Context: an optimization exercise on an open-source flow, tuned for a short achievable clock period and few clock cycles. The choices shown serve that exercise and are no tape-out recipe.
The RTL was checked by simulation tests, not by an equivalence proof against the original design.
Power and IR drop assume default switching activity.

==> 12-08: inputs <==
Design rv32i_cpu_t, start of the top module:
module rv32i_cpu_t(
    input wire clk,                    
    input wire reset,                  
    input wire hold,                   
    input wire [31:0] in_data,         
    output wire [3:0] out_write_mask,  
    output wire [31:0] out_mem_addr,   
    output wire [31:0] out_data        
    );
==> flow/config.mk <==
export PLATFORM = sky130hd
export DESIGN_NAME = rv32i_cpu_t
export DESIGN_NICKNAME = rv32i_cpu_t
export VERILOG_FILES = /design/flow/design.v
export SDC_FILE = /design/flow/constraint.sdc
export NUM_CORES = 4
export LEC_CHECK = 0
export ABC_CLOCK_PERIOD_IN_PS = 4000
export CAP_MARGIN = 20
export CORE_MARGIN = 2
export CORE_UTILIZATION = 40
export SLEW_MARGIN = 20
==> flow/constraint.sdc <==
create_clock -name core_clock -period 12.0 [get_ports {clk}]
set_input_delay 2.4000 -clock core_clock [delete_from_list [all_inputs] [get_ports {clk}]]
set_output_delay 2.4000 -clock core_clock [all_outputs]
set_load 0.01 [all_outputs]
standard.sh (not shown) runs the stock make flow with config.mk's settings and CLKGATE_MAP_FILE= SYNTH_SCRIPT=/design/flow/synth_recipe.tcl, a recipe that flattens the netlist after the stock synthesis.
==> flow/flow/run.sh <==
#!/bin/bash
set -euo pipefail
bash standard.sh SETUP_SLACK_MARGIN=9 "BUFFER_PORTS_ARGS=-buffer_cell sky130_fd_sc_hd__buf_4" finish > layout.log 2>&1
==> 09-03 (differences from 12-08) <==
--- a/flow/design.v
+++ b/flow/design.v
@@ -18,16 +18,18 @@
   reg [31:0] d_pc;
   reg [31:0] d_pc4;
   reg        d_bp;      
   reg [7:0]  d_bpsel;   
   reg [31:0] d_bptgt;   
+  reg        d_fill;    
   reg        e_valid;
   reg [31:0] e_a;       
   reg [31:0] e_b;       
   reg [31:0] e_r2;      
   reg [31:0] e_pre;     
   reg [31:0] e_alt;     
+  reg [31:0] e_alt4;    
   reg [4:0]  e_rd;
   reg        e_wen;
   reg        e_load;    
   reg        e_store;
   reg        e_br;      
@@ -117,15 +119,57 @@
         end
       end
       if (u_alloc) bt_rr <= bt_rr + 3'd1;
     end
   end
+  reg [24:0] ic_tag [0:7];
+  reg [3:0]  ic_v   [0:7];
+  reg [31:0] ic_d   [0:31];
+  wire [2:0] ic_li  = fpc[6:4];
+  wire [1:0] ic_wi  = fpc[3:2];
+  wire [7:0] ic_teq;
+  wire [7:0] ic_vw;
+  genvar gc;
+  generate
+    for (gc = 0; gc < 8; gc = gc + 1) begin : g_ict
+      assign ic_teq[gc] = ic_tag[gc] == fpc[31:7];
+      assign ic_vw[gc]  = ic_v[gc][ic_wi];
+    end
+  endgenerate
+  wire       ic_hit = ic_teq[ic_li] & ic_vw[ic_li];
+  wire [31:0] ic_q  = ic_d[fpc[6:2]];
+  wire [2:0] fl_li  = d_pc[6:4];
+  wire [1:0] fl_wi  = d_pc[3:2];
+  wire       fl_same = ic_tag[fl_li] == d_pc[31:7];
+  integer ci;
+  always @(posedge clk) begin
+    if (reset) begin
+      for (ci = 0; ci < 8; ci = ci + 1) ic_v[ci] <= 4'd0;
+    end else if (d_fill) begin
+      ic_v[fl_li]   <= (fl_same ? ic_v[fl_li] : 4'd0) | (4'd1 << fl_wi);
+      ic_tag[fl_li] <= d_pc[31:7];
+      ic_d[d_pc[6:2]] <= d_inst;
+    end
+  end
+  wire [2:0] al_li  = e_alt[6:4];
+  wire [1:0] al_wi  = e_alt[3:2];
+  wire [7:0] al_teq;
+  wire [7:0] al_vw;
+  generate
+    for (gc = 0; gc < 8; gc = gc + 1) begin : g_alt
+      assign al_teq[gc] = ic_tag[gc] == e_alt[31:7];
+      assign al_vw[gc]  = ic_v[gc][al_wi];
+    end
+  endgenerate
+  wire       al_hit = al_teq[al_li] & al_vw[al_li];
+  wire [31:0] al_q  = ic_d[e_alt[6:2]];
+  wire       e_altok = e_br & al_hit;
   wire [31:0] sum   = e_a + e_b;
-  wire [32:0] dif33 = {1'b0, e_a} + {1'b0, ~e_b} + 33'd1;
+  wire [32:0] dif33 = {1'b0, e_a} - {1'b0, e_b};
   wire [31:0] dif   = dif33[31:0];
   wire        eq    = e_a == e_b;
-  wire        ltu   = ~dif33[32];
+  wire        ltu   = dif33[32];
   wire        lts   = (e_a[31] ^ e_b[31]) ? e_a[31] : ltu;
   wire [31:0] sll = e_a << e_b[4:0];
   wire [31:0] sr  = $signed({e_sra & e_a[31], e_a}) >>> e_b[4:0];
   wire [31:0] res = ({32{e_selpre}} & e_pre) |
                     ({32{e_seladd}} & sum) |
@@ -216,22 +260,45 @@
   wire d_m1 = m_valid & m_wen & (m_rd == d_rs1);
   wire d_w1 = w_wen & (w_rd == d_rs1);
   wire d_e2 = e_valid & e_wen & (e_rd == d_rs2);
   wire d_m2 = m_valid & m_wen & (m_rd == d_rs2);
   wire d_w2 = w_wen & (w_rd == d_rs2);
-  wire d_haz = (d_use1 & (d_e1 ? e_load : (d_m1 & m_load))) |
-               (d_use2 & (d_e2 ? e_load : (d_m2 & m_load)));
-  wire [31:0] o1 = d_m1 ? m_res : d_w1 ? w_data : xv[d_rs1*32 +: 32];
-  wire [31:0] o2 = d_m2 ? m_res : d_w2 ? w_data : xv[d_rs2*32 +: 32];
-  wire [31:0] a_next  = d_e1 ? res : o1;
-  wire [31:0] r2_next = d_e2 ? res : o2;
-  wire [31:0] b_next  = d_selimm ? d_imm : r2_next;
+  wire d_haz = (d_use1 & d_e1 & e_load) | (d_use2 & d_e2 & e_load);
+  wire [31:0] m_val = m_load ? ld_val : m_res;
+  wire [31:0] o1 = d_m1 ? m_val : d_w1 ? w_data : xv[d_rs1*32 +: 32];
+  wire [31:0] o2 = d_m2 ? m_val : d_w2 ? w_data : xv[d_rs2*32 +: 32];
+  wire [31:0] v_pre = e_pre;
+  wire [31:0] v_slt = {31'd0, lts};
+  wire [31:0] v_sltu = {31'd0, ltu};
+  wire [31:0] v_xor = e_a ^ e_b;
+  wire [31:0] v_or  = e_a | e_b;
+  wire [31:0] v_and = e_a & e_b;
+  wire fb = d_e2 & ~d_selimm;
+  wire [31:0] a_next  = ({32{d_e1 & e_selpre}} & v_pre) | ({32{d_e1 & e_seladd}} & sum) |
+                        ({32{d_e1 & e_sub}} & dif) | ({32{d_e1 & e_slt}} & v_slt) |
+                        ({32{d_e1 & e_sltu}} & v_sltu) | ({32{d_e1 & e_xor}} & v_xor) |
+                        ({32{d_e1 & e_or}} & v_or) | ({32{d_e1 & e_and}} & v_and) |
+                        ({32{d_e1 & e_sll}} & sll) | ({32{d_e1 & e_sr}} & sr) |
+                        ({32{~d_e1}} & o1);
+  wire [31:0] r2_next = ({32{d_e2 & e_selpre}} & v_pre) | ({32{d_e2 & e_seladd}} & sum) |
+                        ({32{d_e2 & e_sub}} & dif) | ({32{d_e2 & e_slt}} & v_slt) |
+                        ({32{d_e2 & e_sltu}} & v_sltu) | ({32{d_e2 & e_xor}} & v_xor) |
+                        ({32{d_e2 & e_or}} & v_or) | ({32{d_e2 & e_and}} & v_and) |
+                        ({32{d_e2 & e_sll}} & sll) | ({32{d_e2 & e_sr}} & sr) |
+                        ({32{~d_e2}} & o2);
+  wire [31:0] b_next  = ({32{fb & e_selpre}} & v_pre) | ({32{fb & e_seladd}} & sum) |
+                        ({32{fb & e_sub}} & dif) | ({32{fb & e_slt}} & v_slt) |
+                        ({32{fb & e_sltu}} & v_sltu) | ({32{fb & e_xor}} & v_xor) |
+                        ({32{fb & e_or}} & v_or) | ({32{fb & e_and}} & v_and) |
+                        ({32{fb & e_sll}} & sll) | ({32{fb & e_sr}} & sr) |
+                        ({32{~fb}} & (d_selimm ? d_imm : o2));
   wire d_fire     = d_valid & ~d_haz;
   wire d_redirect = d_fire & ~e_redirect & ~d_bp & (d_is_jal | d_spred);
-  wire f_fire     = ~m_port & (~d_valid | d_fire);
+  wire f_fire     = (ic_hit | ~m_port) & (~d_valid | d_fire);
   wire [31:0] fpc4 = fpc + 32'd4;
-  wire [31:0] fpc_next = e_redirect ? e_target :
+  wire e_fast = e_redirect & e_altok;
+  wire [31:0] fpc_next = e_redirect ? (e_altok ? e_alt4 : e_target) :
                          d_redirect ? d_tgt :
                          f_fire     ? (bt_any ? {bt_htgt, 2'b00} : fpc4) : fpc;
   always @(posedge clk) begin
     if (reset) begin
       fpc     <= RESET_VECTOR;
@@ -239,49 +306,67 @@
       d_valid <= 1'b0;
       e_valid <= 1'b0;
       m_valid <= 1'b0;
       m_port  <= 1'b0;
       m_mask  <= 4'd0;
+      m_sd    <= 32'd0;    
+      e_a     <= 32'd0;
+      e_b     <= 32'd0;
+      e_r2    <= 32'd0;
+      d_inst  <= 32'd0;
+      d_pc    <= 32'd0;
       w_wen   <= 1'b0;
+      d_fill  <= 1'b0;
       u_alloc <= 1'b0;
       u_fix   <= 1'b0;
       u_clear <= 1'b0;
     end else if (hold) begin
       u_alloc <= 1'b0;
       u_fix   <= 1'b0;
       u_clear <= 1'b0;
     end else begin
       fpc     <= fpc_next;
       aq      <= e_port ? sum : fpc_next;
-      d_valid <= f_fire ? ~(e_redirect | d_redirect) :
-                 d_fire ? 1'b0 : d_valid & ~e_redirect;
+      d_valid <= e_fast | (f_fire ? ~(e_redirect | d_redirect) :
+                           d_fire ? 1'b0 : d_valid & ~e_redirect);
       e_valid <= d_fire & ~e_redirect;
       m_valid <= e_valid;
       m_port  <= e_port;
       m_mask  <= (e_valid & e_store) ? smask : 4'd0;
+      m_sd    <= sdata;
+      e_a     <= a_next;
+      e_b     <= b_next;
+      e_r2    <= r2_next;
+      if (e_fast) begin
+        d_inst  <= al_q;
+        d_pc    <= e_alt;
+      end else if (f_fire) begin
+        d_inst <= ic_hit ? ic_q : in_data;
+        d_pc   <= fpc;
+      end
       w_wen   <= m_valid & m_wen;
+      d_fill  <= f_fire & ~ic_hit;
       u_alloc <= m_valid & m_ctl & m_taken & ~m_bp;
       u_fix   <= m_valid & m_ctl & m_taken & m_bp;
       u_clear <= m_valid & m_ctl & ~m_taken & m_bp;
     end
   end
   always @(posedge clk) begin
     if (!hold) begin
-      if (f_fire) begin
-        d_inst <= in_data;
-        d_pc   <= fpc;
+      if (e_fast) begin
+        d_pc4   <= e_alt4;
+        d_bp    <= 1'b0;
+      end else if (f_fire) begin
         d_pc4  <= fpc4;
         d_bp    <= bt_any;
         d_bpsel <= bt_hit;
         d_bptgt <= {bt_htgt, 2'b00};
       end
-      e_a      <= a_next;
-      e_b      <= b_next;
-      e_r2     <= r2_next;
       e_pre    <= ({32{d_is_lui}} & d_immu) | ({32{d_is_auipc}} & d_tu) |
                   ({32{~d_is_lui & ~d_is_auipc}} & d_pc4);
       e_alt    <= d_pred ? d_pc4 : d_tgt;
+      e_alt4   <= d_pred ? d_pc4 + 32'd4 : d_pc4 + d_immb;
       e_rd     <= d_rd;
       e_wen    <= d_wen;
       e_load   <= d_is_load & d_rdnz;
       e_store  <= d_is_store;
       e_br     <= d_brv;
@@ -312,11 +397,10 @@
       m_load  <= e_load;
       m_wen   <= e_wen;
       m_rd    <= e_rd;
       m_f3    <= e_f3;
       m_res   <= res;
-      m_sd    <= sdata;
       m_pc    <= e_pc[31:2];
       m_ctl   <= e_valid & (e_br | e_jal | e_jalr);
       m_taken <= e_taken;
       m_tgt   <= e_jalr ? sum[31:2] : e_btgt[31:2];
       m_bp    <= e_bp;
==> flow/flow/run.sh (replaced) <==
#!/bin/bash
set -euo pipefail
bash standard.sh SETUP_SLACK_MARGIN=8.5 "BUFFER_PORTS_ARGS=-buffer_cell sky130_fd_sc_hd__buf_4" finish > layout.log 2>&1
==> 02-17 (differences from 12-08) <==
--- a/flow/design.v
+++ b/flow/design.v
@@ -18,10 +18,11 @@
   reg [31:0] d_pc;
   reg [31:0] d_pc4;
   reg        d_bp;      
   reg [7:0]  d_bpsel;   
   reg [31:0] d_bptgt;   
+  reg        d_fill;    
   reg        e_valid;
   reg [31:0] e_a;       
   reg [31:0] e_b;       
   reg [31:0] e_r2;      
   reg [31:0] e_pre;     
@@ -117,15 +118,44 @@
         end
       end
       if (u_alloc) bt_rr <= bt_rr + 3'd1;
     end
   end
+  reg [24:0] ic_tag [0:7];
+  reg [3:0]  ic_v   [0:7];
+  reg [31:0] ic_d   [0:31];
+  wire [2:0] ic_li  = fpc[6:4];
+  wire [1:0] ic_wi  = fpc[3:2];
+  wire [7:0] ic_teq;
+  wire [7:0] ic_vw;
+  genvar gc;
+  generate
+    for (gc = 0; gc < 8; gc = gc + 1) begin : g_ict
+      assign ic_teq[gc] = ic_tag[gc] == fpc[31:7];
+      assign ic_vw[gc]  = ic_v[gc][ic_wi];
+    end
+  endgenerate
+  wire       ic_hit = ic_teq[ic_li] & ic_vw[ic_li];
+  wire [31:0] ic_q  = ic_d[fpc[6:2]];
+  wire [2:0] fl_li  = d_pc[6:4];
+  wire [1:0] fl_wi  = d_pc[3:2];
+  wire       fl_same = ic_tag[fl_li] == d_pc[31:7];
+  integer ci;
+  always @(posedge clk) begin
+    if (reset) begin
+      for (ci = 0; ci < 8; ci = ci + 1) ic_v[ci] <= 4'd0;
+    end else if (d_fill) begin
+      ic_v[fl_li]   <= (fl_same ? ic_v[fl_li] : 4'd0) | (4'd1 << fl_wi);
+      ic_tag[fl_li] <= d_pc[31:7];
+      ic_d[d_pc[6:2]] <= d_inst;
+    end
+  end
   wire [31:0] sum   = e_a + e_b;
-  wire [32:0] dif33 = {1'b0, e_a} + {1'b0, ~e_b} + 33'd1;
+  wire [32:0] dif33 = {1'b0, e_a} - {1'b0, e_b};
   wire [31:0] dif   = dif33[31:0];
   wire        eq    = e_a == e_b;
-  wire        ltu   = ~dif33[32];
+  wire        ltu   = dif33[32];
   wire        lts   = (e_a[31] ^ e_b[31]) ? e_a[31] : ltu;
   wire [31:0] sll = e_a << e_b[4:0];
   wire [31:0] sr  = $signed({e_sra & e_a[31], e_a}) >>> e_b[4:0];
   wire [31:0] res = ({32{e_selpre}} & e_pre) |
                     ({32{e_seladd}} & sum) |
@@ -216,20 +246,42 @@
   wire d_m1 = m_valid & m_wen & (m_rd == d_rs1);
   wire d_w1 = w_wen & (w_rd == d_rs1);
   wire d_e2 = e_valid & e_wen & (e_rd == d_rs2);
   wire d_m2 = m_valid & m_wen & (m_rd == d_rs2);
   wire d_w2 = w_wen & (w_rd == d_rs2);
-  wire d_haz = (d_use1 & (d_e1 ? e_load : (d_m1 & m_load))) |
-               (d_use2 & (d_e2 ? e_load : (d_m2 & m_load)));
-  wire [31:0] o1 = d_m1 ? m_res : d_w1 ? w_data : xv[d_rs1*32 +: 32];
-  wire [31:0] o2 = d_m2 ? m_res : d_w2 ? w_data : xv[d_rs2*32 +: 32];
-  wire [31:0] a_next  = d_e1 ? res : o1;
-  wire [31:0] r2_next = d_e2 ? res : o2;
-  wire [31:0] b_next  = d_selimm ? d_imm : r2_next;
+  wire d_haz = (d_use1 & d_e1 & e_load) | (d_use2 & d_e2 & e_load);
+  wire [31:0] m_val = m_load ? ld_val : m_res;
+  wire [31:0] o1 = d_m1 ? m_val : d_w1 ? w_data : xv[d_rs1*32 +: 32];
+  wire [31:0] o2 = d_m2 ? m_val : d_w2 ? w_data : xv[d_rs2*32 +: 32];
+  wire [31:0] v_pre = e_pre;
+  wire [31:0] v_slt = {31'd0, lts};
+  wire [31:0] v_sltu = {31'd0, ltu};
+  wire [31:0] v_xor = e_a ^ e_b;
+  wire [31:0] v_or  = e_a | e_b;
+  wire [31:0] v_and = e_a & e_b;
+  wire fb = d_e2 & ~d_selimm;
+  wire [31:0] a_next  = ({32{d_e1 & e_selpre}} & v_pre) | ({32{d_e1 & e_seladd}} & sum) |
+                        ({32{d_e1 & e_sub}} & dif) | ({32{d_e1 & e_slt}} & v_slt) |
+                        ({32{d_e1 & e_sltu}} & v_sltu) | ({32{d_e1 & e_xor}} & v_xor) |
+                        ({32{d_e1 & e_or}} & v_or) | ({32{d_e1 & e_and}} & v_and) |
+                        ({32{d_e1 & e_sll}} & sll) | ({32{d_e1 & e_sr}} & sr) |
+                        ({32{~d_e1}} & o1);
+  wire [31:0] r2_next = ({32{d_e2 & e_selpre}} & v_pre) | ({32{d_e2 & e_seladd}} & sum) |
+                        ({32{d_e2 & e_sub}} & dif) | ({32{d_e2 & e_slt}} & v_slt) |
+                        ({32{d_e2 & e_sltu}} & v_sltu) | ({32{d_e2 & e_xor}} & v_xor) |
+                        ({32{d_e2 & e_or}} & v_or) | ({32{d_e2 & e_and}} & v_and) |
+                        ({32{d_e2 & e_sll}} & sll) | ({32{d_e2 & e_sr}} & sr) |
+                        ({32{~d_e2}} & o2);
+  wire [31:0] b_next  = ({32{fb & e_selpre}} & v_pre) | ({32{fb & e_seladd}} & sum) |
+                        ({32{fb & e_sub}} & dif) | ({32{fb & e_slt}} & v_slt) |
+                        ({32{fb & e_sltu}} & v_sltu) | ({32{fb & e_xor}} & v_xor) |
+                        ({32{fb & e_or}} & v_or) | ({32{fb & e_and}} & v_and) |
+                        ({32{fb & e_sll}} & sll) | ({32{fb & e_sr}} & sr) |
+                        ({32{~fb}} & (d_selimm ? d_imm : o2));
   wire d_fire     = d_valid & ~d_haz;
   wire d_redirect = d_fire & ~e_redirect & ~d_bp & (d_is_jal | d_spred);
-  wire f_fire     = ~m_port & (~d_valid | d_fire);
+  wire f_fire     = (ic_hit | ~m_port) & (~d_valid | d_fire);
   wire [31:0] fpc4 = fpc + 32'd4;
   wire [31:0] fpc_next = e_redirect ? e_target :
                          d_redirect ? d_tgt :
                          f_fire     ? (bt_any ? {bt_htgt, 2'b00} : fpc4) : fpc;
   always @(posedge clk) begin
@@ -239,11 +291,18 @@
       d_valid <= 1'b0;
       e_valid <= 1'b0;
       m_valid <= 1'b0;
       m_port  <= 1'b0;
       m_mask  <= 4'd0;
+      m_sd    <= 32'd0;    
+      e_a     <= 32'd0;
+      e_b     <= 32'd0;
+      e_r2    <= 32'd0;
+      d_inst  <= 32'd0;
+      d_pc    <= 32'd0;
       w_wen   <= 1'b0;
+      d_fill  <= 1'b0;
       u_alloc <= 1'b0;
       u_fix   <= 1'b0;
       u_clear <= 1'b0;
     end else if (hold) begin
       u_alloc <= 1'b0;
@@ -256,29 +315,33 @@
                  d_fire ? 1'b0 : d_valid & ~e_redirect;
       e_valid <= d_fire & ~e_redirect;
       m_valid <= e_valid;
       m_port  <= e_port;
       m_mask  <= (e_valid & e_store) ? smask : 4'd0;
+      m_sd    <= sdata;
+      e_a     <= a_next;
+      e_b     <= b_next;
+      e_r2    <= r2_next;
+      if (f_fire) begin
+        d_inst <= ic_hit ? ic_q : in_data;
+        d_pc   <= fpc;
+      end
       w_wen   <= m_valid & m_wen;
+      d_fill  <= f_fire & ~ic_hit;
       u_alloc <= m_valid & m_ctl & m_taken & ~m_bp;
       u_fix   <= m_valid & m_ctl & m_taken & m_bp;
       u_clear <= m_valid & m_ctl & ~m_taken & m_bp;
     end
   end
   always @(posedge clk) begin
     if (!hold) begin
       if (f_fire) begin
-        d_inst <= in_data;
-        d_pc   <= fpc;
         d_pc4  <= fpc4;
         d_bp    <= bt_any;
         d_bpsel <= bt_hit;
         d_bptgt <= {bt_htgt, 2'b00};
       end
-      e_a      <= a_next;
-      e_b      <= b_next;
-      e_r2     <= r2_next;
       e_pre    <= ({32{d_is_lui}} & d_immu) | ({32{d_is_auipc}} & d_tu) |
                   ({32{~d_is_lui & ~d_is_auipc}} & d_pc4);
       e_alt    <= d_pred ? d_pc4 : d_tgt;
       e_rd     <= d_rd;
       e_wen    <= d_wen;
@@ -312,11 +375,10 @@
       m_load  <= e_load;
       m_wen   <= e_wen;
       m_rd    <= e_rd;
       m_f3    <= e_f3;
       m_res   <= res;
-      m_sd    <= sdata;
       m_pc    <= e_pc[31:2];
       m_ctl   <= e_valid & (e_br | e_jal | e_jalr);
       m_taken <= e_taken;
       m_tgt   <= e_jalr ? sum[31:2] : e_btgt[31:2];
       m_bp    <= e_bp;
==> results.txt <==
                                                                  12-08           02-17           09-03
Result of the run                                        finished clean  finished clean  finished clean
Sinks on Clock Net                                                2,262           3,465           3,502
Number of multi-input combinational cells in the layout           4,796           6,016           7,384
Mean area per synthesized cell                               14.22 um^2      15.34 um^2      14.58 um^2
Number of clock buffers inserted by TritonCTS                       241             368             382
Wl on met1                                                   162,900 um      230,700 um      261,100 um
XOR/XNOR Fraction of Synth Area                                  4.000%          4.033%          4.934%
Tightest Pin Transition                                         1342 ps         1281 ps         1377 ps
Sequential element share of the synthesized area                 59.87%          62.86%          58.18%
Flops & latches, synth                                            2,262           3,465           3,502
Global-route track usage on met3                                 6.860%          7.366%          8.013%
Sequential share of power                                         44.4%           45.6%           44.4%
Register-to-register setup slack                                7850 ps         7950 ps         7890 ps
Launch instance of the worst min-delay path                    e_pc[20]        e_pc[20]         e_pc[4]
Critical path arrival                                           4820 ps         4900 ps         4980 ps
Critical-path top delay cell                                      or4_4         o41ai_2          or4b_4
Testbench counts of 12-08, summed over its fixed seeds: cycles 235,509.
Testbench counts of 09-03, summed over its fixed seeds: cycles 205,507.
Testbench counts of 02-17, summed over its fixed seeds: cycles 207,906.

## re-timing with driven ports
Ports are ideal in the flow. The routed layouts listed here were re-timed in OpenROAD.
Step 1 assumes that a clkbuf_16 drives the clock port and a buf_2 every other input.
Step 2 also shifts input and output timing later by t, the mid clock arrival at the registers, as if the neighbouring blocks saw the same clock.
Three values: ideal ports, drivers, drivers and shift; two values: the first two.
run	t, ns	slack for setup (ns)	worst setup path after step 2	worst register clock-pin slew, ns	worst data-port slew with drivers (ns)
12-08	0.999	7.848 / 7.848 / 7.754	input to register	0.08 / 0.08	0.11
09-03	1.112	7.887 / 7.881 / 6.961	input to register	0.07 / 0.07	0.16
02-17	1.059	7.954 / 7.899 / 7.330	input to register	0.08 / 0.08	0.26
After both steps setup and hold are still met in every run listed. For 09-03, which loses most, drivers alone change the setup slack by -0.006 ns; drivers and shift together by -0.926 ns.
